This is an optimization exercise on Yosys and OpenROAD, whose aim is small area, not a production implementation. Where RTL was checked, it was by simulation tests only, not by an equivalence proof against the original.

run C:
## top_module_d11
module top_module_d11(
    i_clk,
    i_reset,
    i_start,
    i_load,
    i_enc_dec,
    i_pt1,
    i_pt2,
    i_key1,
    i_key2,
    i_r,
    o_ct1,
    o_ct2,
    o_done
);
For scale: roughly 1800 cells after synthesis, roughly 430 flip-flops, roughly 16000 µm² of cells after synthesis.
Settings: LEC_CHECK=0, ABC_AREA=1, CAP_MARGIN=20, CORE_MARGIN=2, CORE_UTILIZATION=50, CTS_BUF_LIST=sky130_fd_sc_hd__clkbuf_4, CTS_CLUSTER_DIAMETER=45, CTS_CLUSTER_SIZE=10, SETUP_SLACK_MARGIN=0.1, SLEW_MARGIN=20; clock period 6.0 ns.
standard.sh (not shown) runs the stock make flow with config.mk's settings and CLKGATE_MAP_FILE= SYNTH_SCRIPT=/design/flow/synth_recipe.tcl, a recipe that flattens the netlist after the stock synthesis.
==> flow/flow/run.sh <==
#!/bin/bash
set -euo pipefail
export BUFFER_PORTS_ARGS="-buffer_cell sky130_fd_sc_hd__buf_1"
bash standard.sh > standard.log 2>&1
Run C did not run to completion, as it errored out during I/O pin placement.
The inputs of run D differ from those of run C as listed below.
- changing CORE_UTILIZATION from 50 to 45
[summary]
Changes observed in run D relative to run C: die boundary width shows an increase of about 5%, gate count after technology mapping shows no meaningful change.
Delta(vertical die dimension, run D - run C) > 0
Run C -> run D: average cell area after synthesis delta 0, exact match
Run D terminated abnormally: I/O pin placement reported PPL-0024.

Another version of the RTL of top_module_d11 (not shown whole).
Size: roughly 1900 cells after synthesis, about 18000 µm² of cells after synthesis.
==> flow/design.v (excerpt) <==
module top_module_d11(
    i_clk,
    i_reset,
    i_start,
    i_load,
    i_enc_dec,
    i_pt1,
    i_pt2,
    i_key1,
    i_key2,
    i_r,
    o_ct1,
    o_ct2,
    o_done
);
==> flow/config.mk <==
export PLATFORM = sky130hd
export DESIGN_NAME = top_module_d11
export DESIGN_NICKNAME = top_module_d11
export VERILOG_FILES = /design/flow/design.v
export SDC_FILE = /design/flow/constraint.sdc
export NUM_CORES = 4
export LEC_CHECK = 0
export ABC_AREA = 1
export CAP_MARGIN = 20
export CORE_MARGIN = 2
export CORE_UTILIZATION = 60
export CTS_BUF_LIST = sky130_fd_sc_hd__clkbuf_2
export CTS_CLUSTER_SIZE = 30
export SETUP_SLACK_MARGIN = 0.1
export SLEW_MARGIN = 20
==> flow/constraint.sdc <==
create_clock -name core_clock -period 6.0 [get_ports {i_clk}]
set_input_delay 1.2000 -clock core_clock [delete_from_list [all_inputs] [get_ports {i_clk}]]
set_output_delay 1.2000 -clock core_clock [all_outputs]
set_load 0.01 [all_outputs]
Scripts as last shown in full above: flow/flow/run.sh
The first run failed in I/O pin placement (3_2_place_iop) with PPL-0024.
Rerun with:
--- a/flow/config.mk
+++ b/flow/config.mk
@@ -12,2 +11,0 @@
-export CTS_BUF_LIST = sky130_fd_sc_hd__clkbuf_2
-export CTS_CLUSTER_SIZE = 30
Result: The changed run ended with an error in I/O pin placement (3_2_place_iop) (PPL-0024). Synthesized cell count stays the same. Area after synthesis stays the same.
No functional check of the RTL was part of any run of this note.

Setup of rev 12:
Another version of the RTL of top_module_d11 (not shown whole).
Size: ~1,900 cells after synthesis, roughly 450 flip-flops, ~17,000 um^2 of cells after synthesis.
Design top_module_d11, start of the top module:
module top_module_d11(
    i_clk,
    i_reset,
    i_start,
    i_load,
    i_enc_dec,
    i_pt1,
    i_pt2,
    i_key1,
    i_key2,
    i_r,
    o_ct1,
    o_ct2,
    o_done
);
input  i_start;
input  i_clk;
input  i_reset;
input  i_enc_dec;
input  i_load;
input  [191 : 0] i_r;
input  [63 : 0] i_pt1;
input  [63 : 0] i_pt2;
input  [127 : 0] i_key1;
input  [127 : 0] i_key2;
output wire [63 : 0] o_ct1;
output wire [63 : 0] o_ct2;
output wire o_done;
localparam [2:0] P_IDLE = 3'd0, P_SP = 3'd2, P_MX = 3'd3,
                 P_SRF = 3'd4, P_SRB = 3'd5, P_WT = 3'd6, P_BP = 3'd7;
reg [2:0] phase;
reg       hi;      
reg [2:0] rm;      
reg [4:0] cnt;
reg [3:0] c16;
reg [4:0] c17;
reg       dec;
reg       done_reg;
reg [3:0] s1 [0:15];    
reg [3:0] s2 [0:15];
reg [3:0] ka1 [0:15];   
reg [3:0] ka2 [0:15];
reg [3:0] kb1 [0:16];   
reg [3:0] kb2 [0:16];
wire idle  = (phase == P_IDLE);
wire ld    = idle & i_load;
reg  busy;              
wire sh    = ~(i_load & ~busy);
wire st_sp = (phase == P_SP);
wire st_bp = (phase == P_BP);
wire st_mx = (phase == P_MX);
wire st_sr = (phase == P_SRF) | (phase == P_SRB);
reg sr_big;
always @(*) begin
    case (cnt[3:0])
        4'd1, 4'd2, 4'd3: sr_big = 1'b1;
        4'd6:             sr_big = 1'b1;
        4'd7, 4'd11:      sr_big = (phase == P_SRF);
        4'd5, 4'd9:       sr_big = (phase == P_SRB);
        default:          sr_big = 1'b0;
    endcase
end
wire mx_h   = st_mx & (cnt[2:0] == 3'd0);
wire mx_big = st_mx & (cnt[2:0] != 3'd0) & (cnt[2:0] <= 3'd4);
wire mh_off = cnt[4] ^ cnt[3];
wire big    = st_sp | st_bp | mx_big | (st_sr & sr_big);
wire hi_rnd = hi;
wire r_first = ~hi & (rm == 3'd0);
wire r_last  = hi & (rm == 3'd0);
wire r_mid   = ~hi & (rm == 3'd5);
wire a_en   = hi_rnd & (st_sp | st_bp);
wire key_en = (st_sp & ~hi_rnd) | st_bp;
wire w_en   = (r_first & st_sp) | (r_last & st_bp);
wire use_kp = dec ^ hi;
wire align  = (c17 == 5'd16);
wire align16 = (c16 == 4'd15);
wire need16 = r_first | r_last;
wire wt_end = (phase == P_WT) & align & (need16 ? align16 : (cnt[1:0] == 2'd3));
wire [2:0] rc_m = rm;
wire       rc_flip = hi_rnd ^ dec;
reg [3:0] rc_tab;
always @(*) begin
    case ({rc_m, c17[3:0]})
        7'd16: rc_tab = 4'h1;
        7'd17: rc_tab = 4'h3;
        7'd18: rc_tab = 4'h1;
        7'd19: rc_tab = 4'h9;
        7'd20: rc_tab = 4'h8;
        7'd21: rc_tab = 4'ha;
        7'd22: rc_tab = 4'h2;
  ...
==> flow/config.mk <==
export PLATFORM = sky130hd
export DESIGN_NAME = top_module_d11
export DESIGN_NICKNAME = top_module_d11
export VERILOG_FILES = /design/flow/design.v
export SDC_FILE = /design/flow/constraint.sdc
export NUM_CORES = 4
export LEC_CHECK = 0
export ABC_AREA = 1
export CAP_MARGIN = 0
export CORE_MARGIN = 2
export CORE_UTILIZATION = 40
export CTS_BUF_LIST = sky130_fd_sc_hd__clkbuf_4
export CTS_CLUSTER_DIAMETER = 45
export CTS_CLUSTER_SIZE = 10
export SETUP_SLACK_MARGIN = 0.1
export SLEW_MARGIN = 0
==> flow/constraint.sdc <==
create_clock -name core_clock -period 6.0 [get_ports {i_clk}]
set_input_delay 1.2000 -clock core_clock [delete_from_list [all_inputs] [get_ports {i_clk}]]
set_output_delay 1.2000 -clock core_clock [all_outputs]
set_load 0.01 [all_outputs]
Scripts as last shown in full above: flow/flow/run.sh
Relative to rev 12, the following input files were edited for rev 13:
# rev 12
export LEC_CHECK = 0
export ABC_AREA = 1
export CAP_MARGIN = 0
export CORE_MARGIN = 2
export CORE_UTILIZATION = 40
export CTS_BUF_LIST = sky130_fd_sc_hd__clkbuf_4
export CTS_CLUSTER_DIAMETER = 45
export CTS_CLUSTER_SIZE = 10
export SETUP_SLACK_MARGIN = 0.1
export SLEW_MARGIN = 0
create_clock -name core_clock -period 6.0 [get_ports {i_clk}]
# rev 13
export LEC_CHECK = 0
export ABC_AREA = 1
export CAP_MARGIN = 20
export CORE_MARGIN = 2
export CORE_UTILIZATION = 40
export CTS_BUF_LIST = sky130_fd_sc_hd__clkbuf_4
export CTS_CLUSTER_DIAMETER = 45
export CTS_CLUSTER_SIZE = 10
export SETUP_SLACK_MARGIN = 0.1
export SLEW_MARGIN = 20
create_clock -name core_clock -period 6.0 [get_ports {i_clk}]
==> comparison <==
- Final period demand of the worst path, rev 13 and rev 12: higher on rev 12
- Rev 12 → rev 13: fraction of area in registers essentially unchanged; core utilization of the finished layout neither gained nor lost much.
- Between rev 12 and rev 13, the wire length after detailed routing does not differ in any meaningful way.

afterwards: timing with drivers on the ports:
No port has a modelled driver above. Below, the same layouts with a new extraction and two added sets of constraints. Step 1 sets driving cells, clkbuf_16 on the clock port and buf_2 on the other inputs (assumed; they add their load-dependent delay and slew). Step 2 adds t to the input delays and takes it off the output delays; t is the mean of the earliest and latest rising clock arrival at the registers after step 1. Input paths then give back, and output paths get back, about the clock's delay inside the block. a / b / c = no drivers / after step 1 / after step 2; a / b = the first two.
| run | t, ns | slack for setup (ns) | hold WS [ns] | worst register clock-pin slew, ns |
|---|---|---|---|---|
| rev 12 | 0.891 | 2.084 / 2.084 / 1.919 | 0.356 / 0.334 / 0.356 | 0.11 / 0.11 |
| rev 13 | 0.894 | 2.098 / 2.098 / 1.965 | 0.345 / 0.318 / 0.357 | 0.11 / 0.11 |
After both steps every run listed still meets setup and hold. The setup slack of rev 12, which loses most, moves by 0.000 ns with the drivers and by -0.165 ns with both steps.
